From an optimization exercise on the open Yosys and OpenROAD flow, aimed at small area and a short achievable clock period; shortcuts taken in it are not production practice.
Only simulation tests tie the RTL to the original design; equivalence was not proved.
Power and IR drop assume default switching activity.

--- design/flow/run.sh ---
#!/bin/bash
# synth_recipe.tcl (not shown) runs the flow's synth.tcl, then flattens the netlist and writes it again
# the make line also repeats each setting of config.mk as NAME=value (left out here)
make -C /OpenROAD-flow-scripts/flow DESIGN_CONFIG=/design/flow/config.mk WORK_HOME=/design/flow/orfs CLKGATE_MAP_FILE= SYNTH_SCRIPT=/design/flow/synth_recipe.tcl finish
--- design/flow/config.mk ---
export PLATFORM = sky130hd
export DESIGN_NAME = ALU_TOP
export DESIGN_NICKNAME = ALU_TOP
export VERILOG_FILES = /design/flow/design.v
export SDC_FILE = /design/flow/constraint.sdc
export NUM_CORES = 4
export LEC_CHECK = 0
export ABC_AREA = 1
export CAP_MARGIN = 20
export CORE_MARGIN = 2
export CORE_UTILIZATION = 60
export SLEW_MARGIN = 20
--- design/flow/constraint.sdc ---
create_clock -name core_clock -period 140.0 [get_ports {CLK_TOP}]
set_input_delay 28.0000 -clock core_clock [delete_from_list [all_inputs] [get_ports {CLK_TOP}]]
set_output_delay 28.0000 -clock core_clock [all_outputs]
set_load 0.01 [all_outputs]
--- design/flow/design.v ---
module DECODER_UNIT (
  input  wire [1:0] ALU_FUN,
  output wire       Arith_Enable,
  output wire       Logic_Enable,
  output wire       CMP_Enable,
  output wire       Shift_Enable
);
  assign Arith_Enable = ALU_FUN == 2'b00;
  assign Logic_Enable = ALU_FUN == 2'b01;
  assign CMP_Enable   = ALU_FUN == 2'b10;
  assign Shift_Enable = ALU_FUN == 2'b11;
endmodule
module ARITHMETIC_UNIT #(parameter K = 11) (
  input  wire [15:0]     A,
  input  wire [15:0]     B,
  input  wire [1:0]      ALU_FUN,
  input  wire            Arith_Enable,
  input  wire            Sub,
  input  wire [15:16-K]  QH,
  input  wire [K-1:0]    RH,
  output wire [15:0]     S,
  output wire            C16,
  output wire [31:0]     Arith_OUT,
  output wire            Carry_OUT
);
  ADDSUB U_addsub (.A(A), .B(B), .Sub(Sub), .S(S), .C16(C16));
  wire [31:0] p;
  MUL16 U_mul (.A(A), .B(B), .P(p));
  wire [15:0] q;
  assign q[15:16-K] = QH;
  DIV_TAIL #(.K(K)) U_div_tail (.A(A[15-K:0]), .B(B), .RH(RH), .Q(q[15-K:0]));
  wire [15:0] lo = ALU_FUN[1] ? (ALU_FUN[0] ? q : p[15:0]) : S;
  wire [15:0] hi = ALU_FUN[1] ? (ALU_FUN[0] ? 16'b0 : p[31:16])
                              : {16{ALU_FUN[0] & ~C16}};
  assign Arith_OUT = Arith_Enable ? {hi, lo} : 32'b0;
  assign Carry_OUT = Arith_Enable & (ALU_FUN == 2'b00) & C16;
endmodule
module ADDSUB (
  input  wire [15:0] A,
  input  wire [15:0] B,
  input  wire        Sub,
  output wire [15:0] S,
  output wire        C16
);
  wire [16:0] c;
  wire [15:0] bx = B ^ {16{Sub}};
  assign c[0] = Sub;
  genvar j;
  generate for (j = 0; j < 16; j = j + 1) begin : g
    assign S[j]   = A[j] ^ bx[j] ^ c[j];
    assign c[j+1] = (A[j] & bx[j]) | (c[j] & (A[j] ^ bx[j]));
  end endgenerate
  assign C16 = c[16];
endmodule
module DIV_STEP #(parameter W = 1) (
  input  wire [W-1:0] U,
  input  wire [W-1:0] BL,
  input  wire         BHZ,
  output wire         Q,
  output wire [W-1:0] UN
);
  wire [W:0]   c;
  wire [W-1:0] s;
  assign c[0] = 1'b0;
  genvar j;
  generate for (j = 0; j < W; j = j + 1) begin : g
    assign s[j]   = U[j] ^ BL[j] ^ c[j];
    assign c[j+1] = (U[j] & BL[j]) | (c[j] & (U[j] ^ BL[j]));
  end endgenerate
  assign Q  = BHZ & ~c[W];
  assign UN = Q ? s : U;
endmodule
module DIV_LAST (
  input  wire [15:0] U,
  input  wire [15:0] B,
  output wire        Q
);
  wire [16:0] c;
  assign c[0] = 1'b0;
  genvar j;
  generate for (j = 0; j < 16; j = j + 1) begin : g
    assign c[j+1] = (U[j] & B[j]) | (c[j] & (U[j] ^ B[j]));
  end endgenerate
  assign Q = ~c[16];
endmodule
module DIV_HEAD #(parameter K = 11) (
  input  wire [15:0]    A,
  input  wire [15:0]    B,
  output wire [15:16-K] Q,
  output wire [K-1:0]   R
);
  wire [16:1] nz;
  assign nz[16] = 1'b0;
  genvar w;
  generate
    for (w = 15; w >= 1; w = w - 1) begin : o
      assign nz[w] = nz[w+1] | B[w];
    end
    for (w = 1; w <= K; w = w + 1) begin : st
      wire [w-1:0] t;
      wire [w-1:0] r;
      if (w == 1) begin : f
        assign t = ~A[15];
      end else begin : n
        assign t = {st[w-1].r, ~A[16-w]};
      end
      DIV_STEP #(.W(w)) u (.U(t), .BL(B[w-1:0]), .BHZ(~nz[w]), .Q(Q[16-w]), .UN(r));
    end
  endgenerate
  assign R = st[K].r;
endmodule
module DIV_TAIL #(parameter K = 11) (
  input  wire [15-K:0] A,
  input  wire [15:0]   B,
  input  wire [K-1:0]  RH,
  output wire [15-K:0] Q
);
  wire [16:1] nz;
  assign nz[16] = 1'b0;
  genvar w;
  generate
    for (w = 15; w >= 1; w = w - 1) begin : o
      assign nz[w] = nz[w+1] | B[w];
    end
    for (w = K + 1; w <= 15; w = w + 1) begin : st
      wire [w-1:0] t;
      wire [w-1:0] r;
      if (w == K + 1) begin : f
        assign t = {RH, ~A[16-w]};
      end else begin : n
        assign t = {st[w-1].r, ~A[16-w]};
      end
      DIV_STEP #(.W(w)) u (.U(t), .BL(B[w-1:0]), .BHZ(~nz[w]), .Q(Q[16-w]), .UN(r));
    end
  endgenerate
  DIV_LAST u_last (.U({st[15].r, ~A[0]}), .B(B), .Q(Q[0]));
endmodule
module MUL16 (
  input  wire [15:0] A,
  input  wire [15:0] B,
  output wire [31:0] P
);
  wire x1_0;
  wire x2_0;
  wire ng_0;
  wire pp1;
  wire pp2;
  wire pp3;
  wire pp4;
  wire pp5;
  wire pp6;
  wire pp7;
  wire pp8;
  wire pp9;
  wire pp10;
  wire pp11;
  wire pp12;
  wire pp13;
  wire pp14;
  wire pp15;
  wire pp16;
  wire pp17;
  wire sn18;
  wire x1_1;
  wire x2_1;
  wire ng_1;
  wire pp19;
  wire pp20;
  wire pp21;
  wire pp22;
  wire pp23;
  wire pp24;
  wire pp25;
  wire pp26;
  wire pp27;
  wire pp28;
  wire pp29;
  wire pp30;
  wire pp31;
  wire pp32;
  wire pp33;
  wire pp34;
  wire pp35;
  wire sn36;
  wire x1_2;
  wire x2_2;
  wire ng_2;
  wire pp37;
  wire pp38;
  wire pp39;
  wire pp40;
  wire pp41;
  wire pp42;
  wire pp43;
  wire pp44;
  wire pp45;
  wire pp46;
  wire pp47;
  wire pp48;
  wire pp49;
  wire pp50;
  wire pp51;
  wire pp52;
  wire pp53;
  wire sn54;
  wire x1_3;
  wire x2_3;
  wire ng_3;
  wire pp55;
  wire pp56;
  wire pp57;
  wire pp58;
  wire pp59;
  wire pp60;
  wire pp61;
  wire pp62;
  wire pp63;
  wire pp64;
  wire pp65;
  wire pp66;
  wire pp67;
  wire pp68;
  wire pp69;
  wire pp70;
  wire pp71;
  wire sn72;
  wire x1_4;
  wire x2_4;
  wire ng_4;
  wire pp73;
  wire pp74;
  wire pp75;
  wire pp76;
  wire pp77;
  wire pp78;
  wire pp79;
  wire pp80;
  wire pp81;
  wire pp82;
  wire pp83;
  wire pp84;
  wire pp85;
  wire pp86;
  wire pp87;
  wire pp88;
  wire pp89;
  wire sn90;
  wire x1_5;
  wire x2_5;
  wire ng_5;
  wire pp91;
  wire pp92;
  wire pp93;
  wire pp94;
  wire pp95;
  wire pp96;
  wire pp97;
  wire pp98;
  wire pp99;
  wire pp100;
  wire pp101;
  wire pp102;
  wire pp103;
  wire pp104;
  wire pp105;
  wire pp106;
  wire pp107;
  wire sn108;
  wire x1_6;
  wire x2_6;
  wire ng_6;
  wire pp109;
  wire pp110;
  wire pp111;
  wire pp112;
  wire pp113;
  wire pp114;
  wire pp115;
  wire pp116;
  wire pp117;
  wire pp118;
  wire pp119;
  wire pp120;
  wire pp121;
  wire pp122;
  wire pp123;
  wire pp124;
  wire pp125;
  wire sn126;
  wire x1_7;
  wire x2_7;
  wire ng_7;
  wire pp127;
  wire pp128;
  wire pp129;
  wire pp130;
  wire pp131;
  wire pp132;
  wire pp133;
  wire pp134;
  wire pp135;
  wire pp136;
  wire pp137;
  wire pp138;
  wire pp139;
  wire pp140;
  wire pp141;
  wire pp142;
  wire pp143;
  wire sn144;
  wire pr145;
  wire pr146;
  wire pr147;
  wire pr148;
  wire pr149;
  wire pr150;
  wire pr151;
  wire pr152;
  wire pr153;
  wire pr154;
  wire pr155;
  wire pr156;
  wire pr157;
  wire pr158;
  wire pr159;
  wire pr160;
  wire s161;
  wire c162;
  wire s163;
  wire c164;
  wire s165;
  wire c166;
  wire s167;
  wire c168;
  wire s169;
  wire c170;
  wire s171;
  wire c172;
  wire s173;
  wire c174;
  wire s175;
  wire c176;
  wire s177;
  wire c178;
  wire s179;
  wire c180;
  wire s181;
  wire c182;
  wire s183;
  wire c184;
  wire s185;
  wire c186;
  wire s187;
  wire c188;
  wire s189;
  wire c190;
  wire s191;
  wire c192;
  wire s193;
  wire c194;
  wire s195;
  wire c196;
  wire s197;
  wire c198;
  wire s199;
  wire c200;
  wire s201;
  wire c202;
  wire s203;
  wire c204;
  wire s205;
  wire c206;
  wire s207;
  wire c208;
  wire s209;
  wire c210;
  wire s211;
  wire c212;
  wire s213;
  wire c214;
  wire s215;
  wire c216;
  wire s217;
  wire c218;
  wire s219;
  wire c220;
  wire s221;
  wire c222;
  wire s223;
  wire c224;
  wire s225;
  wire c226;
  wire s227;
  wire c228;
  wire s229;
  wire c230;
  wire s231;
  wire c232;
  wire s233;
  wire c234;
  wire s235;
  wire c236;
  wire s237;
  wire c238;
  wire s239;
  wire c240;
  wire s241;
  wire c242;
  wire s243;
  wire c244;
  wire s245;
  wire c246;
  wire s247;
  wire c248;
  wire s249;
  wire c250;
  wire s251;
  wire c252;
  wire s253;
  wire c254;
  wire s255;
  wire c256;
  wire s257;
  wire c258;
  wire s259;
  wire c260;
  wire s261;
  wire c262;
  wire s263;
  wire c264;
  wire s265;
  wire c266;
  wire s267;
  wire c268;
  wire s269;
  wire c270;
  wire s271;
  wire c272;
  wire s273;
  wire c274;
  wire s275;
  wire c276;
  wire s277;
  wire c278;
  wire s279;
  wire c280;
  wire s281;
  wire c282;
  wire s283;
  wire c284;
  wire s285;
  wire c286;
  wire s287;
  wire c288;
  wire s289;
  wire c290;
  wire s291;
  wire c292;
  wire s293;
  wire c294;
  wire s295;
  wire c296;
  wire s297;
  wire c298;
  wire s299;
  wire c300;
  wire s301;
  wire c302;
  wire s303;
  wire c304;
  wire s305;
  wire c306;
  wire s307;
  wire c308;
  wire s309;
  wire c310;
  wire s311;
  wire c312;
  wire s313;
  wire c314;
  wire s315;
  wire c316;
  wire s317;
  wire c318;
  wire s319;
  wire c320;
  wire s321;
  wire c322;
  wire s323;
  wire c324;
  wire s325;
  wire c326;
  wire s327;
  wire c328;
  wire s329;
  wire c330;
  wire s331;
  wire c332;
  wire s333;
  wire c334;
  wire s335;
  wire c336;
  wire s337;
  wire c338;
  wire s339;
  wire c340;
  wire s341;
  wire c342;
  wire s343;
  wire c344;
  wire s345;
  wire c346;
  wire s347;
  wire c348;
  wire s349;
  wire c350;
  wire s351;
  wire c352;
  wire s353;
  wire c354;
  wire s355;
  wire c356;
  wire s357;
  wire c358;
  wire s359;
  wire c360;
  wire s361;
  wire c362;
  wire s363;
  wire c364;
  wire s365;
  wire c366;
  wire s367;
  wire c368;
  wire s369;
  wire c370;
  wire s371;
  wire c372;
  wire s373;
  wire c374;
  wire s375;
  wire c376;
  wire s377;
  wire c378;
  wire s379;
  wire c380;
  wire s381;
  wire c382;
  wire s383;
  wire c384;
  wire s385;
  wire c386;
  wire s387;
  wire c388;
  wire s389;
  wire c390;
  wire s391;
  wire c392;
  wire s393;
  wire c394;
  wire s395;
  wire c396;
  wire s397;
  wire c398;
  wire s399;
  wire c400;
  wire s401;
  wire c402;
  wire s403;
  wire c404;
  wire s405;
  wire c406;
  wire s407;
  wire c408;
  wire s409;
  wire c410;
  wire s411;
  wire c412;
  wire s413;
  wire c414;
  wire s415;
  wire c416;
  wire s417;
  wire c418;
  wire s419;
  wire c420;
  wire s421;
  wire c422;
  wire s423;
  wire c424;
  wire s425;
  wire c426;
  wire s427;
  wire c428;
  wire f429;
  wire fc430;
  wire f431;
  wire fc432;
  wire f433;
  wire fc434;
  wire f435;
  wire fc436;
  wire f437;
  wire fc438;
  wire f439;
  wire fc440;
  wire f441;
  wire fc442;
  wire f443;
  wire fc444;
  wire f445;
  wire fc446;
  wire f447;
  wire fc448;
  wire f449;
  wire fc450;
  wire f451;
  wire fc452;
  wire f453;
  wire fc454;
  wire f455;
  wire fc456;
  wire f457;
  wire fc458;
  wire f459;
  wire fc460;
  wire f461;
  wire fc462;
  wire f463;
  wire fc464;
  wire f465;
  wire fc466;
  wire f467;
  wire fc468;
  wire f469;
  wire fc470;
  wire f471;
  wire fc472;
  wire f473;
  wire fc474;
  wire f475;
  wire fc476;
  wire f477;
  wire fc478;
  wire f479;
  wire fc480;
  wire f481;
  wire fc482;
  wire f483;
  wire fc484;
  wire f485;
  wire fc486;
  wire f487;
  wire fc488;
  wire f489;
  wire fc490;
  wire f491;
  wire fc492;
  assign x1_0 = B[0] ^ 1'b0;
  assign x2_0 = (B[1] & ~B[0] & ~1'b0) | (~B[1] & B[0] & 1'b0);
  assign ng_0 = B[1];
  assign pp1 = ((x1_0 & A[0])) ^ ng_0;
  assign pp2 = ((x1_0 & A[1]) | (x2_0 & A[0])) ^ ng_0;
  assign pp3 = ((x1_0 & A[2]) | (x2_0 & A[1])) ^ ng_0;
  assign pp4 = ((x1_0 & A[3]) | (x2_0 & A[2])) ^ ng_0;
  assign pp5 = ((x1_0 & A[4]) | (x2_0 & A[3])) ^ ng_0;
  assign pp6 = ((x1_0 & A[5]) | (x2_0 & A[4])) ^ ng_0;
  assign pp7 = ((x1_0 & A[6]) | (x2_0 & A[5])) ^ ng_0;
  assign pp8 = ((x1_0 & A[7]) | (x2_0 & A[6])) ^ ng_0;
  assign pp9 = ((x1_0 & A[8]) | (x2_0 & A[7])) ^ ng_0;
  assign pp10 = ((x1_0 & A[9]) | (x2_0 & A[8])) ^ ng_0;
  assign pp11 = ((x1_0 & A[10]) | (x2_0 & A[9])) ^ ng_0;
  assign pp12 = ((x1_0 & A[11]) | (x2_0 & A[10])) ^ ng_0;
  assign pp13 = ((x1_0 & A[12]) | (x2_0 & A[11])) ^ ng_0;
  assign pp14 = ((x1_0 & A[13]) | (x2_0 & A[12])) ^ ng_0;
  assign pp15 = ((x1_0 & A[14]) | (x2_0 & A[13])) ^ ng_0;
  assign pp16 = ((x1_0 & A[15]) | (x2_0 & A[14])) ^ ng_0;
  assign pp17 = ((x2_0 & A[15])) ^ ng_0;
  assign sn18 = ~ng_0;
  assign x1_1 = B[2] ^ B[1];
  assign x2_1 = (B[3] & ~B[2] & ~B[1]) | (~B[3] & B[2] & B[1]);
  assign ng_1 = B[3];
  assign pp19 = ((x1_1 & A[0])) ^ ng_1;
  assign pp20 = ((x1_1 & A[1]) | (x2_1 & A[0])) ^ ng_1;
  assign pp21 = ((x1_1 & A[2]) | (x2_1 & A[1])) ^ ng_1;
  assign pp22 = ((x1_1 & A[3]) | (x2_1 & A[2])) ^ ng_1;
  assign pp23 = ((x1_1 & A[4]) | (x2_1 & A[3])) ^ ng_1;
  assign pp24 = ((x1_1 & A[5]) | (x2_1 & A[4])) ^ ng_1;
  assign pp25 = ((x1_1 & A[6]) | (x2_1 & A[5])) ^ ng_1;
  assign pp26 = ((x1_1 & A[7]) | (x2_1 & A[6])) ^ ng_1;
  assign pp27 = ((x1_1 & A[8]) | (x2_1 & A[7])) ^ ng_1;
  assign pp28 = ((x1_1 & A[9]) | (x2_1 & A[8])) ^ ng_1;
  assign pp29 = ((x1_1 & A[10]) | (x2_1 & A[9])) ^ ng_1;
  assign pp30 = ((x1_1 & A[11]) | (x2_1 & A[10])) ^ ng_1;
  assign pp31 = ((x1_1 & A[12]) | (x2_1 & A[11])) ^ ng_1;
  assign pp32 = ((x1_1 & A[13]) | (x2_1 & A[12])) ^ ng_1;
  assign pp33 = ((x1_1 & A[14]) | (x2_1 & A[13])) ^ ng_1;
  assign pp34 = ((x1_1 & A[15]) | (x2_1 & A[14])) ^ ng_1;
  assign pp35 = ((x2_1 & A[15])) ^ ng_1;
  assign sn36 = ~ng_1;
  assign x1_2 = B[4] ^ B[3];
  assign x2_2 = (B[5] & ~B[4] & ~B[3]) | (~B[5] & B[4] & B[3]);
  assign ng_2 = B[5];
  assign pp37 = ((x1_2 & A[0])) ^ ng_2;
  assign pp38 = ((x1_2 & A[1]) | (x2_2 & A[0])) ^ ng_2;
  assign pp39 = ((x1_2 & A[2]) | (x2_2 & A[1])) ^ ng_2;
  assign pp40 = ((x1_2 & A[3]) | (x2_2 & A[2])) ^ ng_2;
  assign pp41 = ((x1_2 & A[4]) | (x2_2 & A[3])) ^ ng_2;
  assign pp42 = ((x1_2 & A[5]) | (x2_2 & A[4])) ^ ng_2;
  assign pp43 = ((x1_2 & A[6]) | (x2_2 & A[5])) ^ ng_2;
  assign pp44 = ((x1_2 & A[7]) | (x2_2 & A[6])) ^ ng_2;
  assign pp45 = ((x1_2 & A[8]) | (x2_2 & A[7])) ^ ng_2;
  assign pp46 = ((x1_2 & A[9]) | (x2_2 & A[8])) ^ ng_2;
  assign pp47 = ((x1_2 & A[10]) | (x2_2 & A[9])) ^ ng_2;
  assign pp48 = ((x1_2 & A[11]) | (x2_2 & A[10])) ^ ng_2;
  assign pp49 = ((x1_2 & A[12]) | (x2_2 & A[11])) ^ ng_2;
  assign pp50 = ((x1_2 & A[13]) | (x2_2 & A[12])) ^ ng_2;
  assign pp51 = ((x1_2 & A[14]) | (x2_2 & A[13])) ^ ng_2;
  assign pp52 = ((x1_2 & A[15]) | (x2_2 & A[14])) ^ ng_2;
  assign pp53 = ((x2_2 & A[15])) ^ ng_2;
  assign sn54 = ~ng_2;
  assign x1_3 = B[6] ^ B[5];
  assign x2_3 = (B[7] & ~B[6] & ~B[5]) | (~B[7] & B[6] & B[5]);
  assign ng_3 = B[7];
  assign pp55 = ((x1_3 & A[0])) ^ ng_3;
  assign pp56 = ((x1_3 & A[1]) | (x2_3 & A[0])) ^ ng_3;
  assign pp57 = ((x1_3 & A[2]) | (x2_3 & A[1])) ^ ng_3;
  assign pp58 = ((x1_3 & A[3]) | (x2_3 & A[2])) ^ ng_3;
  assign pp59 = ((x1_3 & A[4]) | (x2_3 & A[3])) ^ ng_3;
  assign pp60 = ((x1_3 & A[5]) | (x2_3 & A[4])) ^ ng_3;
  assign pp61 = ((x1_3 & A[6]) | (x2_3 & A[5])) ^ ng_3;
  assign pp62 = ((x1_3 & A[7]) | (x2_3 & A[6])) ^ ng_3;
  assign pp63 = ((x1_3 & A[8]) | (x2_3 & A[7])) ^ ng_3;
  assign pp64 = ((x1_3 & A[9]) | (x2_3 & A[8])) ^ ng_3;
  assign pp65 = ((x1_3 & A[10]) | (x2_3 & A[9])) ^ ng_3;
  assign pp66 = ((x1_3 & A[11]) | (x2_3 & A[10])) ^ ng_3;
  assign pp67 = ((x1_3 & A[12]) | (x2_3 & A[11])) ^ ng_3;
  assign pp68 = ((x1_3 & A[13]) | (x2_3 & A[12])) ^ ng_3;
  assign pp69 = ((x1_3 & A[14]) | (x2_3 & A[13])) ^ ng_3;
  assign pp70 = ((x1_3 & A[15]) | (x2_3 & A[14])) ^ ng_3;
  assign pp71 = ((x2_3 & A[15])) ^ ng_3;
  assign sn72 = ~ng_3;
  assign x1_4 = B[8] ^ B[7];
  assign x2_4 = (B[9] & ~B[8] & ~B[7]) | (~B[9] & B[8] & B[7]);
  assign ng_4 = B[9];
  assign pp73 = ((x1_4 & A[0])) ^ ng_4;
  assign pp74 = ((x1_4 & A[1]) | (x2_4 & A[0])) ^ ng_4;
  assign pp75 = ((x1_4 & A[2]) | (x2_4 & A[1])) ^ ng_4;
  assign pp76 = ((x1_4 & A[3]) | (x2_4 & A[2])) ^ ng_4;
  assign pp77 = ((x1_4 & A[4]) | (x2_4 & A[3])) ^ ng_4;
  assign pp78 = ((x1_4 & A[5]) | (x2_4 & A[4])) ^ ng_4;
  assign pp79 = ((x1_4 & A[6]) | (x2_4 & A[5])) ^ ng_4;
  assign pp80 = ((x1_4 & A[7]) | (x2_4 & A[6])) ^ ng_4;
  assign pp81 = ((x1_4 & A[8]) | (x2_4 & A[7])) ^ ng_4;
  assign pp82 = ((x1_4 & A[9]) | (x2_4 & A[8])) ^ ng_4;
  assign pp83 = ((x1_4 & A[10]) | (x2_4 & A[9])) ^ ng_4;
  assign pp84 = ((x1_4 & A[11]) | (x2_4 & A[10])) ^ ng_4;
  assign pp85 = ((x1_4 & A[12]) | (x2_4 & A[11])) ^ ng_4;
  assign pp86 = ((x1_4 & A[13]) | (x2_4 & A[12])) ^ ng_4;
  assign pp87 = ((x1_4 & A[14]) | (x2_4 & A[13])) ^ ng_4;
  assign pp88 = ((x1_4 & A[15]) | (x2_4 & A[14])) ^ ng_4;
  assign pp89 = ((x2_4 & A[15])) ^ ng_4;
  assign sn90 = ~ng_4;
  assign x1_5 = B[10] ^ B[9];
  assign x2_5 = (B[11] & ~B[10] & ~B[9]) | (~B[11] & B[10] & B[9]);
  assign ng_5 = B[11];
  assign pp91 = ((x1_5 & A[0])) ^ ng_5;
  assign pp92 = ((x1_5 & A[1]) | (x2_5 & A[0])) ^ ng_5;
  assign pp93 = ((x1_5 & A[2]) | (x2_5 & A[1])) ^ ng_5;
  assign pp94 = ((x1_5 & A[3]) | (x2_5 & A[2])) ^ ng_5;
  assign pp95 = ((x1_5 & A[4]) | (x2_5 & A[3])) ^ ng_5;
  assign pp96 = ((x1_5 & A[5]) | (x2_5 & A[4])) ^ ng_5;
  assign pp97 = ((x1_5 & A[6]) | (x2_5 & A[5])) ^ ng_5;
  assign pp98 = ((x1_5 & A[7]) | (x2_5 & A[6])) ^ ng_5;
  assign pp99 = ((x1_5 & A[8]) | (x2_5 & A[7])) ^ ng_5;
  assign pp100 = ((x1_5 & A[9]) | (x2_5 & A[8])) ^ ng_5;
  assign pp101 = ((x1_5 & A[10]) | (x2_5 & A[9])) ^ ng_5;
  assign pp102 = ((x1_5 & A[11]) | (x2_5 & A[10])) ^ ng_5;
  assign pp103 = ((x1_5 & A[12]) | (x2_5 & A[11])) ^ ng_5;
  assign pp104 = ((x1_5 & A[13]) | (x2_5 & A[12])) ^ ng_5;
  assign pp105 = ((x1_5 & A[14]) | (x2_5 & A[13])) ^ ng_5;
  assign pp106 = ((x1_5 & A[15]) | (x2_5 & A[14])) ^ ng_5;
  assign pp107 = ((x2_5 & A[15])) ^ ng_5;
  assign sn108 = ~ng_5;
  assign x1_6 = B[12] ^ B[11];
  assign x2_6 = (B[13] & ~B[12] & ~B[11]) | (~B[13] & B[12] & B[11]);
  assign ng_6 = B[13];
  assign pp109 = ((x1_6 & A[0])) ^ ng_6;
  assign pp110 = ((x1_6 & A[1]) | (x2_6 & A[0])) ^ ng_6;
  assign pp111 = ((x1_6 & A[2]) | (x2_6 & A[1])) ^ ng_6;
  assign pp112 = ((x1_6 & A[3]) | (x2_6 & A[2])) ^ ng_6;
  assign pp113 = ((x1_6 & A[4]) | (x2_6 & A[3])) ^ ng_6;
  assign pp114 = ((x1_6 & A[5]) | (x2_6 & A[4])) ^ ng_6;
  assign pp115 = ((x1_6 & A[6]) | (x2_6 & A[5])) ^ ng_6;
  assign pp116 = ((x1_6 & A[7]) | (x2_6 & A[6])) ^ ng_6;
  assign pp117 = ((x1_6 & A[8]) | (x2_6 & A[7])) ^ ng_6;
  assign pp118 = ((x1_6 & A[9]) | (x2_6 & A[8])) ^ ng_6;
  assign pp119 = ((x1_6 & A[10]) | (x2_6 & A[9])) ^ ng_6;
  assign pp120 = ((x1_6 & A[11]) | (x2_6 & A[10])) ^ ng_6;
  assign pp121 = ((x1_6 & A[12]) | (x2_6 & A[11])) ^ ng_6;
  assign pp122 = ((x1_6 & A[13]) | (x2_6 & A[12])) ^ ng_6;
  assign pp123 = ((x1_6 & A[14]) | (x2_6 & A[13])) ^ ng_6;
  assign pp124 = ((x1_6 & A[15]) | (x2_6 & A[14])) ^ ng_6;
  assign pp125 = ((x2_6 & A[15])) ^ ng_6;
  assign sn126 = ~ng_6;
  assign x1_7 = B[14] ^ B[13];
  assign x2_7 = (B[15] & ~B[14] & ~B[13]) | (~B[15] & B[14] & B[13]);
  assign ng_7 = B[15];
  assign pp127 = ((x1_7 & A[0])) ^ ng_7;
  assign pp128 = ((x1_7 & A[1]) | (x2_7 & A[0])) ^ ng_7;
  assign pp129 = ((x1_7 & A[2]) | (x2_7 & A[1])) ^ ng_7;
  assign pp130 = ((x1_7 & A[3]) | (x2_7 & A[2])) ^ ng_7;
  assign pp131 = ((x1_7 & A[4]) | (x2_7 & A[3])) ^ ng_7;
  assign pp132 = ((x1_7 & A[5]) | (x2_7 & A[4])) ^ ng_7;
  assign pp133 = ((x1_7 & A[6]) | (x2_7 & A[5])) ^ ng_7;
  assign pp134 = ((x1_7 & A[7]) | (x2_7 & A[6])) ^ ng_7;
  assign pp135 = ((x1_7 & A[8]) | (x2_7 & A[7])) ^ ng_7;
  assign pp136 = ((x1_7 & A[9]) | (x2_7 & A[8])) ^ ng_7;
  assign pp137 = ((x1_7 & A[10]) | (x2_7 & A[9])) ^ ng_7;
  assign pp138 = ((x1_7 & A[11]) | (x2_7 & A[10])) ^ ng_7;
  assign pp139 = ((x1_7 & A[12]) | (x2_7 & A[11])) ^ ng_7;
  assign pp140 = ((x1_7 & A[13]) | (x2_7 & A[12])) ^ ng_7;
  assign pp141 = ((x1_7 & A[14]) | (x2_7 & A[13])) ^ ng_7;
  assign pp142 = ((x1_7 & A[15]) | (x2_7 & A[14])) ^ ng_7;
  assign pp143 = ((x2_7 & A[15])) ^ ng_7;
  assign sn144 = ~ng_7;
  assign pr145 = B[15] & A[0];
  assign pr146 = B[15] & A[1];
  assign pr147 = B[15] & A[2];
  assign pr148 = B[15] & A[3];
  assign pr149 = B[15] & A[4];
  assign pr150 = B[15] & A[5];
  assign pr151 = B[15] & A[6];
  assign pr152 = B[15] & A[7];
  assign pr153 = B[15] & A[8];
  assign pr154 = B[15] & A[9];
  assign pr155 = B[15] & A[10];
  assign pr156 = B[15] & A[11];
  assign pr157 = B[15] & A[12];
  assign pr158 = B[15] & A[13];
  assign pr159 = B[15] & A[14];
  assign pr160 = B[15] & A[15];
  assign s161 = sn18 ^ pp34;
  assign c162 = sn18 & pp34;
  assign s163 = pp35 ^ pp51;
  assign c164 = pp35 & pp51;
  assign s165 = pp11 ^ pp27;
  assign c166 = pp11 & pp27;
  assign s167 = pp12 ^ pp28;
  assign c168 = pp12 & pp28;
  assign s169 = pp13 ^ pp29 ^ pp45;
  assign c170 = (pp13 & pp29) | (pp45 & (pp13 ^ pp29));
  assign s171 = pp61 ^ pp77;
  assign c172 = pp61 & pp77;
  assign s173 = pp14 ^ pp30 ^ pp46;
  assign c174 = (pp14 & pp30) | (pp46 & (pp14 ^ pp30));
  assign s175 = pp62 ^ pp78;
  assign c176 = pp62 & pp78;
  assign s177 = pp15 ^ pp31 ^ pp47;
  assign c178 = (pp15 & pp31) | (pp47 & (pp15 ^ pp31));
  assign s179 = pp63 ^ pp79 ^ pp95;
  assign c180 = (pp63 & pp79) | (pp95 & (pp63 ^ pp79));
  assign s181 = pp111 ^ pp127;
  assign c182 = pp111 & pp127;
  assign s183 = pp16 ^ pp32 ^ pp48;
  assign c184 = (pp16 & pp32) | (pp48 & (pp16 ^ pp32));
  assign s185 = pp64 ^ pp80 ^ pp96;
  assign c186 = (pp64 & pp80) | (pp96 & (pp64 ^ pp80));
  assign s187 = pp112 ^ pp128;
  assign c188 = pp112 & pp128;
  assign s189 = pp17 ^ pp33 ^ pp49;
  assign c190 = (pp17 & pp33) | (pp49 & (pp17 ^ pp33));
  assign s191 = pp65 ^ pp81 ^ pp97;
  assign c192 = (pp65 & pp81) | (pp97 & (pp65 ^ pp81));
  assign s193 = pp113 ^ pp129 ^ pr145;
  assign c194 = (pp113 & pp129) | (pr145 & (pp113 ^ pp129));
  assign s195 = s161 ^ pp50 ^ pp66;
  assign c196 = (s161 & pp50) | (pp66 & (s161 ^ pp50));
  assign s197 = pp82 ^ pp98 ^ pp114;
  assign c198 = (pp82 & pp98) | (pp114 & (pp82 ^ pp98));
  assign s199 = pp130 ^ pr146 ^ 1'b1;
  assign c200 = (pp130 & pr146) | (1'b1 & (pp130 ^ pr146));
  assign s201 = c162 ^ s163 ^ pp67;
  assign c202 = (c162 & s163) | (pp67 & (c162 ^ s163));
  assign s203 = pp83 ^ pp99 ^ pp115;
  assign c204 = (pp83 & pp99) | (pp115 & (pp83 ^ pp99));
  assign s205 = pp131 ^ pr147 ^ 1'b1;
  assign c206 = (pp131 & pr147) | (1'b1 & (pp131 ^ pr147));
  assign s207 = c164 ^ sn36 ^ pp52;
  assign c208 = (c164 & sn36) | (pp52 & (c164 ^ sn36));
  assign s209 = pp68 ^ pp84 ^ pp100;
  assign c210 = (pp68 & pp84) | (pp100 & (pp68 ^ pp84));
  assign s211 = pp116 ^ pp132 ^ pr148;
  assign c212 = (pp116 & pp132) | (pr148 & (pp116 ^ pp132));
  assign s213 = pp53 ^ pp69 ^ pp85;
  assign c214 = (pp53 & pp69) | (pp85 & (pp53 ^ pp69));
  assign s215 = pp101 ^ pp117 ^ pp133;
  assign c216 = (pp101 & pp117) | (pp133 & (pp101 ^ pp117));
  assign s217 = pr149 ^ 1'b1;
  assign c218 = pr149 & 1'b1;
  assign s219 = sn54 ^ pp70 ^ pp86;
  assign c220 = (sn54 & pp70) | (pp86 & (sn54 ^ pp70));
  assign s221 = pp102 ^ pp118 ^ pp134;
  assign c222 = (pp102 & pp118) | (pp134 & (pp102 ^ pp118));
  assign s223 = pp71 ^ pp87 ^ pp103;
  assign c224 = (pp71 & pp87) | (pp103 & (pp71 ^ pp87));
  assign s225 = pp119 ^ pp135;
  assign c226 = pp119 & pp135;
  assign s227 = sn72 ^ pp88 ^ pp104;
  assign c228 = (sn72 & pp88) | (pp104 & (sn72 ^ pp88));
  assign s229 = pp89 ^ pp105;
  assign c230 = pp89 & pp105;
  assign s231 = pp7 ^ pp23;
  assign c232 = pp7 & pp23;
  assign s233 = pp8 ^ pp24;
  assign c234 = pp8 & pp24;
  assign s235 = pp9 ^ pp25 ^ pp41;
  assign c236 = (pp9 & pp25) | (pp41 & (pp9 ^ pp25));
  assign s237 = pp57 ^ pp73;
  assign c238 = pp57 & pp73;
  assign s239 = pp10 ^ pp26 ^ pp42;
  assign c240 = (pp10 & pp26) | (pp42 & (pp10 ^ pp26));
  assign s241 = pp58 ^ pp74;
  assign c242 = pp58 & pp74;
  assign s243 = s165 ^ pp43 ^ pp59;
  assign c244 = (s165 & pp43) | (pp59 & (s165 ^ pp43));
  assign s245 = pp75 ^ pp91 ^ ng_5;
  assign c246 = (pp75 & pp91) | (ng_5 & (pp75 ^ pp91));
  assign s247 = c166 ^ s167 ^ pp44;
  assign c248 = (c166 & s167) | (pp44 & (c166 ^ s167));
  assign s249 = pp60 ^ pp76 ^ pp92;
  assign c250 = (pp60 & pp76) | (pp92 & (pp60 ^ pp76));
  assign s251 = c168 ^ s169 ^ s171;
  assign c252 = (c168 & s169) | (s171 & (c168 ^ s169));
  assign s253 = pp93 ^ pp109 ^ ng_6;
  assign c254 = (pp93 & pp109) | (ng_6 & (pp93 ^ pp109));
  assign s255 = c170 ^ c172 ^ s173;
  assign c256 = (c170 & c172) | (s173 & (c170 ^ c172));
  assign s257 = s175 ^ pp94 ^ pp110;
  assign c258 = (s175 & pp94) | (pp110 & (s175 ^ pp94));
  assign s259 = c174 ^ c176 ^ s177;
  assign c260 = (c174 & c176) | (s177 & (c174 ^ c176));
  assign s261 = s179 ^ s181 ^ ng_7;
  assign c262 = (s179 & s181) | (ng_7 & (s179 ^ s181));
  assign s263 = c178 ^ c180 ^ c182;
  assign c264 = (c178 & c180) | (c182 & (c178 ^ c180));
  assign s265 = s183 ^ s185 ^ s187;
  assign c266 = (s183 & s185) | (s187 & (s183 ^ s185));
  assign s267 = c184 ^ c186 ^ c188;
  assign c268 = (c184 & c186) | (c188 & (c184 ^ c186));
  assign s269 = s189 ^ s191 ^ s193;
  assign c270 = (s189 & s191) | (s193 & (s189 ^ s191));
  assign s271 = c190 ^ c192 ^ c194;
  assign c272 = (c190 & c192) | (c194 & (c190 ^ c192));
  assign s273 = s195 ^ s197 ^ s199;
  assign c274 = (s195 & s197) | (s199 & (s195 ^ s197));
  assign s275 = c196 ^ c198 ^ c200;
  assign c276 = (c196 & c198) | (c200 & (c196 ^ c198));
  assign s277 = s201 ^ s203 ^ s205;
  assign c278 = (s201 & s203) | (s205 & (s201 ^ s203));
  assign s279 = c202 ^ c204 ^ c206;
  assign c280 = (c202 & c204) | (c206 & (c202 ^ c204));
  assign s281 = s207 ^ s209 ^ s211;
  assign c282 = (s207 & s209) | (s211 & (s207 ^ s209));
  assign s283 = c208 ^ c210 ^ c212;
  assign c284 = (c208 & c210) | (c212 & (c208 ^ c210));
  assign s285 = s213 ^ s215 ^ s217;
  assign c286 = (s213 & s215) | (s217 & (s213 ^ s215));
  assign s287 = c214 ^ c216 ^ c218;
  assign c288 = (c214 & c216) | (c218 & (c214 ^ c216));
  assign s289 = s219 ^ s221 ^ pr150;
  assign c290 = (s219 & s221) | (pr150 & (s219 ^ s221));
  assign s291 = c220 ^ c222 ^ s223;
  assign c292 = (c220 & c222) | (s223 & (c220 ^ c222));
  assign s293 = s225 ^ pr151 ^ 1'b1;
  assign c294 = (s225 & pr151) | (1'b1 & (s225 ^ pr151));
  assign s295 = c224 ^ c226 ^ s227;
  assign c296 = (c224 & c226) | (s227 & (c224 ^ c226));
  assign s297 = pp120 ^ pp136 ^ pr152;
  assign c298 = (pp120 & pp136) | (pr152 & (pp120 ^ pp136));
  assign s299 = c228 ^ s229 ^ pp121;
  assign c300 = (c228 & s229) | (pp121 & (c228 ^ s229));
  assign s301 = pp137 ^ pr153 ^ 1'b1;
  assign c302 = (pp137 & pr153) | (1'b1 & (pp137 ^ pr153));
  assign s303 = c230 ^ sn90 ^ pp106;
  assign c304 = (c230 & sn90) | (pp106 & (c230 ^ sn90));
  assign s305 = pp122 ^ pp138 ^ pr154;
  assign c306 = (pp122 & pp138) | (pr154 & (pp122 ^ pp138));
  assign s307 = pp107 ^ pp123 ^ pp139;
  assign c308 = (pp107 & pp123) | (pp139 & (pp107 ^ pp123));
  assign s309 = pr155 ^ 1'b1;
  assign c310 = pr155 & 1'b1;
  assign s311 = sn108 ^ pp124 ^ pp140;
  assign c312 = (sn108 & pp124) | (pp140 & (sn108 ^ pp124));
  assign s313 = pp125 ^ pp141;
  assign c314 = pp125 & pp141;
  assign s315 = pp5 ^ pp21;
  assign c316 = pp5 & pp21;
  assign s317 = pp6 ^ pp22;
  assign c318 = pp6 & pp22;
  assign s319 = s231 ^ pp39 ^ pp55;
  assign c320 = (s231 & pp39) | (pp55 & (s231 ^ pp39));
  assign s321 = c232 ^ s233 ^ pp40;
  assign c322 = (c232 & s233) | (pp40 & (c232 ^ s233));
  assign s323 = c234 ^ s235 ^ s237;
  assign c324 = (c234 & s235) | (s237 & (c234 ^ s235));
  assign s325 = c236 ^ c238 ^ s239;
  assign c326 = (c236 & c238) | (s239 & (c236 ^ c238));
  assign s327 = c240 ^ c242 ^ s243;
  assign c328 = (c240 & c242) | (s243 & (c240 ^ c242));
  assign s329 = c244 ^ c246 ^ s247;
  assign c330 = (c244 & c246) | (s247 & (c244 ^ c246));
  assign s331 = c248 ^ c250 ^ s251;
  assign c332 = (c248 & c250) | (s251 & (c248 ^ c250));
  assign s333 = c252 ^ c254 ^ s255;
  assign c334 = (c252 & c254) | (s255 & (c252 ^ c254));
  assign s335 = c256 ^ c258 ^ s259;
  assign c336 = (c256 & c258) | (s259 & (c256 ^ c258));
  assign s337 = c260 ^ c262 ^ s263;
  assign c338 = (c260 & c262) | (s263 & (c260 ^ c262));
  assign s339 = c264 ^ c266 ^ s267;
  assign c340 = (c264 & c266) | (s267 & (c264 ^ c266));
  assign s341 = c268 ^ c270 ^ s271;
  assign c342 = (c268 & c270) | (s271 & (c268 ^ c270));
  assign s343 = c272 ^ c274 ^ s275;
  assign c344 = (c272 & c274) | (s275 & (c272 ^ c274));
  assign s345 = c276 ^ c278 ^ s279;
  assign c346 = (c276 & c278) | (s279 & (c276 ^ c278));
  assign s347 = c280 ^ c282 ^ s283;
  assign c348 = (c280 & c282) | (s283 & (c280 ^ c282));
  assign s349 = c284 ^ c286 ^ s287;
  assign c350 = (c284 & c286) | (s287 & (c284 ^ c286));
  assign s351 = c288 ^ c290 ^ s291;
  assign c352 = (c288 & c290) | (s291 & (c288 ^ c290));
  assign s353 = c292 ^ c294 ^ s295;
  assign c354 = (c292 & c294) | (s295 & (c292 ^ c294));
  assign s355 = c296 ^ c298 ^ s299;
  assign c356 = (c296 & c298) | (s299 & (c296 ^ c298));
  assign s357 = c300 ^ c302 ^ s303;
  assign c358 = (c300 & c302) | (s303 & (c300 ^ c302));
  assign s359 = c304 ^ c306 ^ s307;
  assign c360 = (c304 & c306) | (s307 & (c304 ^ c306));
  assign s361 = c308 ^ c310 ^ s311;
  assign c362 = (c308 & c310) | (s311 & (c308 ^ c310));
  assign s363 = c312 ^ s313 ^ pr157;
  assign c364 = (c312 & s313) | (pr157 & (c312 ^ s313));
  assign s365 = c314 ^ sn126 ^ pp142;
  assign c366 = (c314 & sn126) | (pp142 & (c314 ^ sn126));
  assign s367 = pp143 ^ pr159;
  assign c368 = pp143 & pr159;
  assign s369 = pp3 ^ pp19;
  assign c370 = pp3 & pp19;
  assign s371 = pp4 ^ pp20;
  assign c372 = pp4 & pp20;
  assign s373 = s315 ^ pp37 ^ ng_2;
  assign c374 = (s315 & pp37) | (ng_2 & (s315 ^ pp37));
  assign s375 = c316 ^ s317 ^ pp38;
  assign c376 = (c316 & s317) | (pp38 & (c316 ^ s317));
  assign s377 = c318 ^ s319 ^ ng_3;
  assign c378 = (c318 & s319) | (ng_3 & (c318 ^ s319));
  assign s379 = c320 ^ s321 ^ pp56;
  assign c380 = (c320 & s321) | (pp56 & (c320 ^ s321));
  assign s381 = c322 ^ s323 ^ ng_4;
  assign c382 = (c322 & s323) | (ng_4 & (c322 ^ s323));
  assign s383 = c324 ^ s325 ^ s241;
  assign c384 = (c324 & s325) | (s241 & (c324 ^ s325));
  assign s385 = c326 ^ s327 ^ s245;
  assign c386 = (c326 & s327) | (s245 & (c326 ^ s327));
  assign s387 = c328 ^ s329 ^ s249;
  assign c388 = (c328 & s329) | (s249 & (c328 ^ s329));
  assign s389 = c330 ^ s331 ^ s253;
  assign c390 = (c330 & s331) | (s253 & (c330 ^ s331));
  assign s391 = c332 ^ s333 ^ s257;
  assign c392 = (c332 & s333) | (s257 & (c332 ^ s333));
  assign s393 = c334 ^ s335 ^ s261;
  assign c394 = (c334 & s335) | (s261 & (c334 ^ s335));
  assign s395 = c336 ^ s337 ^ s265;
  assign c396 = (c336 & s337) | (s265 & (c336 ^ s337));
  assign s397 = c338 ^ s339 ^ s269;
  assign c398 = (c338 & s339) | (s269 & (c338 ^ s339));
  assign s399 = c340 ^ s341 ^ s273;
  assign c400 = (c340 & s341) | (s273 & (c340 ^ s341));
  assign s401 = c342 ^ s343 ^ s277;
  assign c402 = (c342 & s343) | (s277 & (c342 ^ s343));
  assign s403 = c344 ^ s345 ^ s281;
  assign c404 = (c344 & s345) | (s281 & (c344 ^ s345));
  assign s405 = c346 ^ s347 ^ s285;
  assign c406 = (c346 & s347) | (s285 & (c346 ^ s347));
  assign s407 = c348 ^ s349 ^ s289;
  assign c408 = (c348 & s349) | (s289 & (c348 ^ s349));
  assign s409 = c350 ^ s351 ^ s293;
  assign c410 = (c350 & s351) | (s293 & (c350 ^ s351));
  assign s411 = c352 ^ s353 ^ s297;
  assign c412 = (c352 & s353) | (s297 & (c352 ^ s353));
  assign s413 = c354 ^ s355 ^ s301;
  assign c414 = (c354 & s355) | (s301 & (c354 ^ s355));
  assign s415 = c356 ^ s357 ^ s305;
  assign c416 = (c356 & s357) | (s305 & (c356 ^ s357));
  assign s417 = c358 ^ s359 ^ s309;
  assign c418 = (c358 & s359) | (s309 & (c358 ^ s359));
  assign s419 = c360 ^ s361 ^ pr156;
  assign c420 = (c360 & s361) | (pr156 & (c360 ^ s361));
  assign s421 = c362 ^ s363 ^ 1'b1;
  assign c422 = (c362 & s363) | (1'b1 & (c362 ^ s363));
  assign s423 = c364 ^ s365 ^ pr158;
  assign c424 = (c364 & s365) | (pr158 & (c364 ^ s365));
  assign s425 = c366 ^ s367 ^ 1'b1;
  assign c426 = (c366 & s367) | (1'b1 & (c366 ^ s367));
  assign s427 = c368 ^ sn144 ^ pr160;
  assign c428 = (c368 & sn144) | (pr160 & (c368 ^ sn144));
  assign f429 = pp1 ^ ng_0;
  assign fc430 = pp1 & ng_0;
  assign f431 = pp2 ^ fc430;
  assign fc432 = pp2 & fc430;
  assign f433 = s369 ^ ng_1 ^ fc432;
  assign fc434 = (s369 & ng_1) | (fc432 & (s369 ^ ng_1));
  assign f435 = c370 ^ s371 ^ fc434;
  assign fc436 = (c370 & s371) | (fc434 & (c370 ^ s371));
  assign f437 = c372 ^ s373 ^ fc436;
  assign fc438 = (c372 & s373) | (fc436 & (c372 ^ s373));
  assign f439 = c374 ^ s375 ^ fc438;
  assign fc440 = (c374 & s375) | (fc438 & (c374 ^ s375));
  assign f441 = c376 ^ s377 ^ fc440;
  assign fc442 = (c376 & s377) | (fc440 & (c376 ^ s377));
  assign f443 = c378 ^ s379 ^ fc442;
  assign fc444 = (c378 & s379) | (fc442 & (c378 ^ s379));
  assign f445 = c380 ^ s381 ^ fc444;
  assign fc446 = (c380 & s381) | (fc444 & (c380 ^ s381));
  assign f447 = c382 ^ s383 ^ fc446;
  assign fc448 = (c382 & s383) | (fc446 & (c382 ^ s383));
  assign f449 = c384 ^ s385 ^ fc448;
  assign fc450 = (c384 & s385) | (fc448 & (c384 ^ s385));
  assign f451 = c386 ^ s387 ^ fc450;
  assign fc452 = (c386 & s387) | (fc450 & (c386 ^ s387));
  assign f453 = c388 ^ s389 ^ fc452;
  assign fc454 = (c388 & s389) | (fc452 & (c388 ^ s389));
  assign f455 = c390 ^ s391 ^ fc454;
  assign fc456 = (c390 & s391) | (fc454 & (c390 ^ s391));
  assign f457 = c392 ^ s393 ^ fc456;
  assign fc458 = (c392 & s393) | (fc456 & (c392 ^ s393));
  assign f459 = c394 ^ s395 ^ fc458;
  assign fc460 = (c394 & s395) | (fc458 & (c394 ^ s395));
  assign f461 = c396 ^ s397 ^ fc460;
  assign fc462 = (c396 & s397) | (fc460 & (c396 ^ s397));
  assign f463 = c398 ^ s399 ^ fc462;
  assign fc464 = (c398 & s399) | (fc462 & (c398 ^ s399));
  assign f465 = c400 ^ s401 ^ fc464;
  assign fc466 = (c400 & s401) | (fc464 & (c400 ^ s401));
  assign f467 = c402 ^ s403 ^ fc466;
  assign fc468 = (c402 & s403) | (fc466 & (c402 ^ s403));
  assign f469 = c404 ^ s405 ^ fc468;
  assign fc470 = (c404 & s405) | (fc468 & (c404 ^ s405));
  assign f471 = c406 ^ s407 ^ fc470;
  assign fc472 = (c406 & s407) | (fc470 & (c406 ^ s407));
  assign f473 = c408 ^ s409 ^ fc472;
  assign fc474 = (c408 & s409) | (fc472 & (c408 ^ s409));
  assign f475 = c410 ^ s411 ^ fc474;
  assign fc476 = (c410 & s411) | (fc474 & (c410 ^ s411));
  assign f477 = c412 ^ s413 ^ fc476;
  assign fc478 = (c412 & s413) | (fc476 & (c412 ^ s413));
  assign f479 = c414 ^ s415 ^ fc478;
  assign fc480 = (c414 & s415) | (fc478 & (c414 ^ s415));
  assign f481 = c416 ^ s417 ^ fc480;
  assign fc482 = (c416 & s417) | (fc480 & (c416 ^ s417));
  assign f483 = c418 ^ s419 ^ fc482;
  assign fc484 = (c418 & s419) | (fc482 & (c418 ^ s419));
  assign f485 = c420 ^ s421 ^ fc484;
  assign fc486 = (c420 & s421) | (fc484 & (c420 ^ s421));
  assign f487 = c422 ^ s423 ^ fc486;
  assign fc488 = (c422 & s423) | (fc486 & (c422 ^ s423));
  assign f489 = c424 ^ s425 ^ fc488;
  assign fc490 = (c424 & s425) | (fc488 & (c424 ^ s425));
  assign f491 = c426 ^ s427 ^ fc490;
  assign fc492 = (c426 & s427) | (fc490 & (c426 ^ s427));
  assign P[0] = f429;
  assign P[1] = f431;
  assign P[2] = f433;
  assign P[3] = f435;
  assign P[4] = f437;
  assign P[5] = f439;
  assign P[6] = f441;
  assign P[7] = f443;
  assign P[8] = f445;
  assign P[9] = f447;
  assign P[10] = f449;
  assign P[11] = f451;
  assign P[12] = f453;
  assign P[13] = f455;
  assign P[14] = f457;
  assign P[15] = f459;
  assign P[16] = f461;
  assign P[17] = f463;
  assign P[18] = f465;
  assign P[19] = f467;
  assign P[20] = f469;
  assign P[21] = f471;
  assign P[22] = f473;
  assign P[23] = f475;
  assign P[24] = f477;
  assign P[25] = f479;
  assign P[26] = f481;
  assign P[27] = f483;
  assign P[28] = f485;
  assign P[29] = f487;
  assign P[30] = f489;
  assign P[31] = f491;
endmodule
module LOGIC_UNIT (
  input  wire [15:0] a,
  input  wire [15:0] b,
  input  wire [1:0]  ALU_FUN,
  input  wire        Logic_Enable,
  output wire [15:0] Logic_OUT
);
  wire        k1 = Logic_Enable & ~ALU_FUN[1];
  wire        k0 = Logic_Enable & ALU_FUN[1];
  wire [15:0] m  = (a & b) | (a & {16{ALU_FUN[0]}}) | (b & {16{ALU_FUN[0]}});
  assign Logic_OUT = (m & {16{k1}}) | (~m & {16{k0}});
endmodule
module CMP_UNIT (
  input  wire [15:0] S,
  input  wire        C16,
  input  wire [1:0]  ALU_FUN,
  input  wire        CMP_Enable,
  output wire [1:0]  CMP_OUT
);
  wire eq = ~|S;
  wire lt = ~C16;
  wire gt = C16 & ~eq;
  assign CMP_OUT[0] = CMP_Enable & ((ALU_FUN == 2'b01 & eq) | (ALU_FUN == 2'b11 & lt));
  assign CMP_OUT[1] = CMP_Enable & ((ALU_FUN == 2'b10 & gt) | (ALU_FUN == 2'b11 & lt));
endmodule
module SHIFT_UNIT (
  input  wire [15:0] A,
  input  wire [15:0] B,
  input  wire [1:0]  ALU_FUN,
  input  wire        Shift_Enable,
  output wire [15:0] Shift_OUT
);
  wire [15:0] x = ALU_FUN[1] ? B : A;
  wire [15:0] r = ALU_FUN[0] ? {x[14:0], 1'b0} : {1'b0, x[15:1]};
  assign Shift_OUT = Shift_Enable ? r : 16'b0;
endmodule
module ALU_TOP (
  input  wire [15:0] A_TOP,
  input  wire [15:0] B_TOP,
  input  wire [3:0]  ALU_FUN_TOP,
  input  wire        CLK_TOP,
  input  wire        RST_TOP,
  output wire [31:0] Arith_OUT_TOP,
  output wire        Carry_OUT_TOP,
  output wire        Arith_Flag_TOP,
  output wire [15:0] Logic_OUT_TOP,
  output wire        Logic_Flag_TOP,
  output wire [1:0]  CMP_OUT_TOP,
  output wire        CMP_Flag_TOP,
  output wire [15:0] Shift_OUT_TOP,
  output wire        Shift_Flag_TOP
);
  localparam DK = 11;             
  reg [15:0] a_r, b_r;
  reg [3:0]  f_r;
  reg [15:16-DK] dq_r;            
  reg [DK-1:0]   dr_r;            
  wire [15:16-DK] dq_d;
  wire [DK-1:0]   dr_d;
  always @(posedge CLK_TOP or negedge RST_TOP)
    if (!RST_TOP)
      f_r <= 4'b1000;
    else
      f_r <= ALU_FUN_TOP;
  always @(posedge CLK_TOP) begin
    a_r  <= A_TOP;
    b_r  <= B_TOP;
    dq_r <= dq_d;
    dr_r <= dr_d;
  end
  DECODER_UNIT U_decoder_unit (
    .ALU_FUN(ALU_FUN_TOP[3:2]),
    .Arith_Enable(Arith_Flag_TOP),
    .Logic_Enable(Logic_Flag_TOP),
    .CMP_Enable(CMP_Flag_TOP),
    .Shift_Enable(Shift_Flag_TOP)
  );
  DIV_HEAD #(.K(DK)) U_div_head (
    .A(A_TOP), .B(B_TOP), .Q(dq_d), .R(dr_d)
  );
  wire        sub = f_r[0] | f_r[3];
  wire [15:0] s;
  wire        c16;
  ARITHMETIC_UNIT #(.K(DK)) U_arithmetic_unit (
    .A(a_r), .B(b_r), .ALU_FUN(f_r[1:0]), .Arith_Enable(f_r[3:2] == 2'b00),
    .Sub(sub), .QH(dq_r), .RH(dr_r),
    .S(s), .C16(c16),
    .Arith_OUT(Arith_OUT_TOP), .Carry_OUT(Carry_OUT_TOP)
  );
  LOGIC_UNIT U_logic_unit (
    .a(a_r), .b(b_r), .ALU_FUN(f_r[1:0]), .Logic_Enable(f_r[3:2] == 2'b01),
    .Logic_OUT(Logic_OUT_TOP)
  );
  CMP_UNIT U_cmp_unit (
    .S(s), .C16(c16), .ALU_FUN(f_r[1:0]), .CMP_Enable(f_r[3:2] == 2'b10),
    .CMP_OUT(CMP_OUT_TOP)
  );
  SHIFT_UNIT U_shifter_unit (
    .A(a_r), .B(b_r), .ALU_FUN(f_r[1:0]), .Shift_Enable(f_r[3:2] == 2'b11),
    .Shift_OUT(Shift_OUT_TOP)
  );
endmodule
==> reports/summary.txt, run 1 <==
Synth Area in Simple Gates: 0.144
TritonCTS buffer count: 9
Vias per Instance: 6.03
Tmin final: 57.23 ns
antenna violations before repair: 3
dpl ws: 82.76 ns
I/O pin count: 109
Lkg Pwr: 6.78 nW
Final Hold Fails: 0
buffers inserted by post-CTS timing repair: 0
CP Data Arrival Time: 29.23 ns
CTS Buffer Depth: 2
critical path's largest stage delay: 0.55 ns
Slew Limit Fails: 0
Die Wd: 153 um
final setup margin: 82.77 ns
number of port buffers: 108
total power divided by cell area: 15.7 nW/um^2
core box area: 21800 sq um
TNS Setup: 0 ns
Async SR Flop Fraction: 0.0690
share of cells above drive strength 1: 0.0578
crit path kind: in2out
post-route ant nets: 0
Tot GR Track Use: 0.353
total die area: 23400 sq um
Max IR drop VDD: 17.3 uV
routed vias: 11600
Max Cap Viol: 0
synthesized area per cell: 8.44 sq um
CP max stage cell: clkdlybuf4s50_1
Routability Congestion: 1.01
nets@finish: 1989
Design Area, Final: 15000 sq um
number of DRC markers in iteration 0: 1055
RSZ-0062 raised after global routing: false
Slew headroom: 0.427
Seq/Total Area, Yosys: 0.0887
fill count: 1858
Worst Max-Slew Pin Slew: 0.857 ns
Tcrit/Tclk final: 0.409
number of core rows: 54
Synth top area share: 0.374
clk sink count: 58
CP required: 112.00 ns
largest cells by area after synthesis: fa_1, xor2_1, dfxtp_1
Layout area overhead: 12.4%
first-pass GRT wire length: 64500 um
Worst Hold Slack: 27.85 ns
Post-synth EDFFs: 0
outcome: complete, no violations
leading register cell type out of synthesis: dfxtp_1
most common cell after layout, fill and taps aside: nand2_1
H-tree Lvls: 3
Reg clk slew, reported paths: 0.06 ns
wirelength, routed: 39800 um
largest net degree at the start of global routing: 48
placed cell area: 14600 sq um
routed len/inst: 20.7 um
CP endpoint kind: output pin
CTS Hold Buffers Added: 0
HP Class: in2async
worst path cell trace: clkdlybuf4s50_1 -> inv_1 -> nor2_1 -> clkdlybuf4s50_1
TritonCTS clock tree: yes
Crit path top cell by count: clkdlybuf4s50_1
post-CTS sizing: 0
CTS root buffer: clkbuf_16
Synth Register Bits: 58
DRT Pass-1 Iters: 8
xor/xnor share of the synthesized area: 0.0927
mux cell area share after synthesis: 0.0219
final setup fails: 0
Yosys warnings: 1
gr ovfl total: 0
syn nets: 1929
vias in the first global route: 11800
die height: 153 um
hpwl dp: 31000 um
Post-Synthesis Cell Area: 13300 sq um
Crit Path Max Fanout: 5
achievable frequency: 0.0175 GHz
compound-gate portion of the synthesized area: 0.135
# DRC: 0
Synth area leader: fa_1
most frequent cells in the layout: nand2_1, fa_1, inv_1, o22ai_1, xor2_1
Unique masters post-synth: 46
Worst setup SP type: primary input
Post-Syn Instances: 1578
Synth Area in Adders: 0.434
Initial Utilization: 0.610
largest family of logic cells by synthesized area: adder cells
[metrics by stage]
stage,utilization,total power [mW],cells
final,0.686,0.236,1925
after global routing,0.686,0.259,1924
after CTS,0.686,0.229,1923
after detailed placement,0.671,0.201,1907
after global placement,0.671,0.200,1907
after floorplan,-,0.135,1578
[power breakdown]
group          internal [mW]  switching [mW]
logic                 0.0826           0.110
registers             0.0173         0.00128
clock network         0.0165         0.00802
total                  0.117           0.119
[worst max-delay path, delay by kind of cell]
| family | cells | cell delay (ns) |
|---|---|---|
| buf+inv | 3 | 1.14 |
| simple gates | 1 | 0.09 |
[sequential cells by signal (all words and copies together), names as in the netlist]
name	count
a_r	16
dq_r	11
dr_r	11
b_r	16
f_r	4
[Yosys cell counts, types with 4 or more instances]
master      n
a21oi_1    33
fa_1      249
and2_1      7
nand3_2     8
clkinv_1   17
xor2_1    139
inv_1     182
or2_2      12
nor2_1     79
mux2i_1    28
o211ai_1    4
a31oi_2     5
nand2_2     7
dfxtp_1    54
o21ai_0    93
clkbuf_1   78
nand2_1   279
nor3_1      5
a31oi_1    17
o22ai_1   142
inv_2       4
buf_1       7
nand3_1    24
ha_1       64
nor2_4      4
[kinds of logic (layout without fill, tap and decap cells)]
group / Yosys count / count (layout)
mux: 29 / 29
simple gates: 440 / 440
flops: 58 / 58
fa+ha+maj: 313 / 313
buf+inv: 292 / 357
compound gates: 305 / 305
xor+xnor: 141 / 141
other cells: 0 / 2
[how the worst max path moves through the flow]
stage                   start              to
2_1_floorplan  ALU_FUN_TOP[3]    CMP_Flag_TOP
3_5_place_dp   ALU_FUN_TOP[3]    CMP_Flag_TOP
4_1_cts        ALU_FUN_TOP[3]    CMP_Flag_TOP
6_report       ALU_FUN_TOP[2]  Logic_Flag_TOP
3_3_place_gp   ALU_FUN_TOP[2]  Logic_Flag_TOP
5_1_grt             B_TOP[13]         dr_r[9]
[metal layers]
metal,vias up,GRT usage,routed length [um]
li1,5231,-,-
met1,5591,0.495,16200
met2,671,0.529,17400
met3,105,0.101,4680
met4,2,0.124,1540
met5,-,0,8
[cell type report]
class | instances | area (sq um) | area share
multi-input combinational | 1228 | 11000 | 0.737
timing repair buffer | 137 | 1300 | 0.0867
inverter | 204 | 771 | 0.0515
antenna | 2 | 5.00 | 0.000334
clock inverter | 4 | 73.8 | 0.00493
tap | 280 | 350 | 0.0234
clock buffer | 12 | 256 | 0.0171
sequential | 58 | 1180 | 0.0790
==> inputs of run 2 (changes only) <==
==> design/flow/flow/run.sh (new file) <==
#!/bin/bash
# The standard layout (the standard.sh), with two changes: the port
# buffers are sky130_fd_sc_hd__buf_1 cells, and Yosys's synth skips its
# generic "abc -fast" pass before full-adder extraction (ABC still maps the
# design to cells afterwards).  Each tool's output is in this folder's logs.
set -euo pipefail
export BUFFER_PORTS_ARGS="-buffer_cell sky130_fd_sc_hd__buf_1"
export SYNTH_ARGS="-noabc"
bash standard.sh > standard.log 2>&1
==> design/flow/standard.sh (new file) <==
#!/bin/bash
# synth_recipe.tcl (not shown) runs the flow's synth.tcl, then flattens the netlist and writes it again
# the make line also repeats each setting of config.mk as NAME=value (left out here)
make -C /OpenROAD-flow-scripts/flow DESIGN_CONFIG=/design/flow/config.mk WORK_HOME=/design/flow/orfs CLKGATE_MAP_FILE= SYNTH_SCRIPT=/design/flow/synth_recipe.tcl "${@:-finish}"
removed: design/flow/run.sh
==> reports/summary.txt, run 2 <==
Net Sw Frac: 0.499 (was 0.505)
largest net degree at the start of global routing: 39 (was 48)
Reg clk slew, reported paths: 0.06 ns (about the same)
most common cell after layout, fill and taps aside: nand2_1 (unchanged)
RSZ-0062 raised after global routing: false (unchanged)
HP Class: in2async (unchanged)
I/O pin count: 109 (unchanged)
Synth top cells by count: nand2_1, fa_1, inv_1, xor2_1, o22ai_1 (was nand2_1, fa_1, inv_1, o22ai_1, xor2_1)
Final Power: 0.218 mW (was 0.236 mW)
Post-synth EDFFs: 0 (unchanged)
Tot GR Track Use: 0.333 (was 0.353)
share of cells above drive strength 1: 0.0511 (was 0.0578)
final setup fails: 0 (unchanged)
Crit path top cell by count: fa_1 (was clkdlybuf4s50_1)
synthesized area per cell: 8.43 sq um (was 8.44 sq um)
total die area: 23300 sq um (was 23400 sq um)
Slew headroom: 0.301 (was 0.427)
Lkg Pwr: 6.43 nW (was 6.78 nW)
Max IR drop VDD: 17.9 uV (was 17.3 uV)
Die Wd: 153 um (about the same)
most frequent cells in the layout: nand2_1, fa_1, inv_1, xor2_1, o22ai_1 (was nand2_1, fa_1, inv_1, o22ai_1, xor2_1)
Slew Limit Fails: 0 (unchanged)
Vias per Instance: 5.86 (was 6.03)
nets@finish: 1995 (was 1989)
Tcrit/Tclk final: 0.416 (was 0.409)
Synth top area share: 0.385 (was 0.374)
clk sink count: 58 (unchanged)
logic gate share of total power: 0.804 (was 0.817)
core box area: 21800 sq um (about the same)
CP Data Arrival Time: 58.37 ns (was 29.23 ns)
fill count: 1941 (was 1858)
number of DRC markers in iteration 0: 967 (was 1055)
Routability Congestion: 0.938 (was 1.01)
achievable frequency: 0.0172 GHz (was 0.0175 GHz)
leading register cell type out of synthesis: dfxtp_1 (unchanged)
fin util: 0.655 (was 0.686)
DRT Pass-1 Iters: 6 (was 8)
die height: 153 um (about the same)
CTS Hold Buffers Added: 0 (unchanged)
Final Hold Fails: 0 (unchanged)
Synth area leader: fa_1 (unchanged)
switching pwr: 0.109 mW (was 0.119 mW)
buffers inserted by post-CTS timing repair: 0 (unchanged)
CTS Buffer Depth: 2 (unchanged)
Worst Max-Slew Pin Slew: 1.05 ns (was 0.857 ns)
clock share of power: 0.111 (was 0.104)
number of core rows: 54 (unchanged)
Synth Register Bits: 58 (unchanged)
gr ovfl total: 0 (unchanged)
Max Cap Viol: 0 (unchanged)
first-pass GRT wire length: 61400 um (was 64500 um)
number of port buffers: 108 (unchanged)
Seq/Total Area, Yosys: 0.0892 (was 0.0887)
Worst setup SP type: primary input (unchanged)
routed vias: 11300 (was 11600)
Reg area: 1180 sq um (unchanged)
most numerous cell in the Yosys netlist: nand2_1 (unchanged)
antenna violations before repair: 0 (was 3)
Antenna diodes: 0 (was 2)
P_int: 0.109 mW (was 0.117 mW)
# DRC: 0 (unchanged)
crit path kind: in2reg (was in2out)
Async SR Flop Fraction: 0.0690 (unchanged)
Top Registers: a_r x16, b_r x16 (unchanged)
sequential share of power: 0.086 (was 0.079)
Post-Synthesis Cell Area: 13300 sq um (about the same)
CP endpoint kind: flip-flop (was output pin)
TritonCTS buffer count: 9 (unchanged)
Initial Utilization: 0.609 (was 0.610)
TNS Setup: 0 ns (unchanged)
Yosys warnings: 1 (unchanged)
CP required: 140.20 ns (was 112.00 ns)
Crit Path Max Fanout: 13 (was 5)
post-route ant nets: 0 (unchanged)
largest cells by area after synthesis: fa_1, xor2_1, nand2_1 (was fa_1, xor2_1, dfxtp_1)
Multi-input gate area: 11100 sq um (was 11000 sq um)
Tmin final: 58.17 ns (was 57.23 ns)
Unique masters post-synth: 42 (was 46)
H-tree Lvls: 3 (unchanged)
CTS root buffer: clkbuf_16 (unchanged)
outcome: complete, no violations (unchanged)
critical path's largest stage delay: 0.49 ns (was 0.55 ns)
wirelength, routed: 37800 um (was 39800 um)
CP max stage cell: nor2_1 (was clkdlybuf4s50_1)
total power divided by cell area: 15.3 nW/um^2 (was 15.7 nW/um^2)
TritonCTS clock tree: yes (unchanged)
Post-Syn Instances: 1572 (was 1578)
routed len/inst: 19.7 um (was 20.7 um)
Layout area overhead: 7.54% (was 12.4%)
post-CTS sizing: 0 (unchanged)
hpwl dp: 29500 um (was 31000 um)
vias in the first global route: 11300 (was 11800)
syn nets: 1928 (was 1929)
==> run 2: per-layer routing <==
metal / track usage / vias to the layer above / share of wire
li1: - / 5217 / -
met1: 0.491 / 5443 / 0.43
met2: 0.521 / 546 / 0.45
met3: 0.0575 / 64 / 0.093
met4: 0.0772 / 0 / 0.024
met5: 0 / - / 0
==> run 2: kinds of logic (layout without fill, tap and decap cells) <==
| group | after synthesis | count (layout) | share of synthesized area |
|---|---|---|---|
| buffers and inverters | 256 | 328 | 0.0742 |
| XOR/XNOR | 149 | 149 | 0.0985 |
| flip-flops | 58 | 58 | 0.0892 |
| adder cells (fa/ha/maj) | 318 | 318 | 0.445 |
| multiplexers | 16 | 16 | 0.0121 |
| AO/OA/AOI/OAI | 273 | 273 | 0.127 |
| AND/OR/NAND/NOR | 502 | 502 | 0.155 |
==> run 2: critical path, delay by kind of cell <==
family          cells  cell delay, ns
compound gates      8            1.26
fa+ha+maj          54           22.77
buf+inv             5            1.01
simple gates       27            5.31
==> run 2: metrics by stage <==
stage / area [sq um] / instances / setup WS [ns] / hold WS, ns
after global placement: 13900 / 1908 / 81.87 / 27.83
final: 14300 / 1924 / 81.83 / 27.48
after floorplan: 13300 / 1572 / 83.82 / 27.70
after CTS: 14300 / 1924 / 81.68 / 27.48
after detailed placement: 13900 / 1908 / 81.39 / 27.84
after global routing: 14300 / 1924 / 79.88 / 27.49
==> run 2: area by class of cell <==
type,instances,share of cell area
tap,280,0.0246
clock inverter,7,0.00711
inverter,172,0.0462
sequential,58,0.0829
clock buffer,9,0.0158
multi-input combinational,1258,0.778
timing repair buffer,140,0.0453
==> run 2: final timing paths <==
kind                                 from  endpoint  depth (start not counted)
setup / recovery                B_TOP[13]   dr_r[6]                         94
hold / removal                    RST_TOP    f_r[1]                          1
max in group asynchronous         RST_TOP    f_r[3]                          1
min in group core_clock    ALU_FUN_TOP[0]    f_r[0]                          1
==> run 2: power by group through the flow <==
| stage | logic [mW] | registers [mW] | clock network [mW] |
|---|---|---|---|
| floorplan | 0.122 | 0.0187 | 0 |
| global placement | 0.175 | 0.0190 | 0 |
| detailed placement | 0.176 | 0.0190 | 0 |
| global route | 0.202 | 0.0188 | 0.0252 |
| CTS | 0.179 | 0.0187 | 0.0244 |
| finish | 0.175 | 0.0187 | 0.0241 |

[re-timing with driven ports]
No port has a modelled driver above. Below, the same layouts with a new extraction and two added sets of constraints.
Step 1, drivers: a clkbuf_16 drives CLK_TOP and a buf_2 each remaining input, both assumed.
Step 2 adds t to the input delays and takes it off the output delays; t is the mean of the earliest and latest rising clock arrival at the registers after step 1. Input paths then give back, and output paths get back, about the clock's delay inside the block.
a / b / c = no drivers / after step 1 / after step 2; a / b = the first two.
run	t, ns	setup WS [ns]	hold slack, ns	worst slew at a driven data input, ns
run 1	0.372	82.770 / 82.745 / 82.745	27.852 / 27.838 / 28.210	0.03
run 2	0.365	81.828 / 81.844 / 81.478	27.480 / 27.463 / 27.829	0.03
After both steps every run listed still meets setup and hold. For run 2, which loses most, drivers alone change the setup slack by +0.016 ns; drivers and shift together by -0.350 ns.
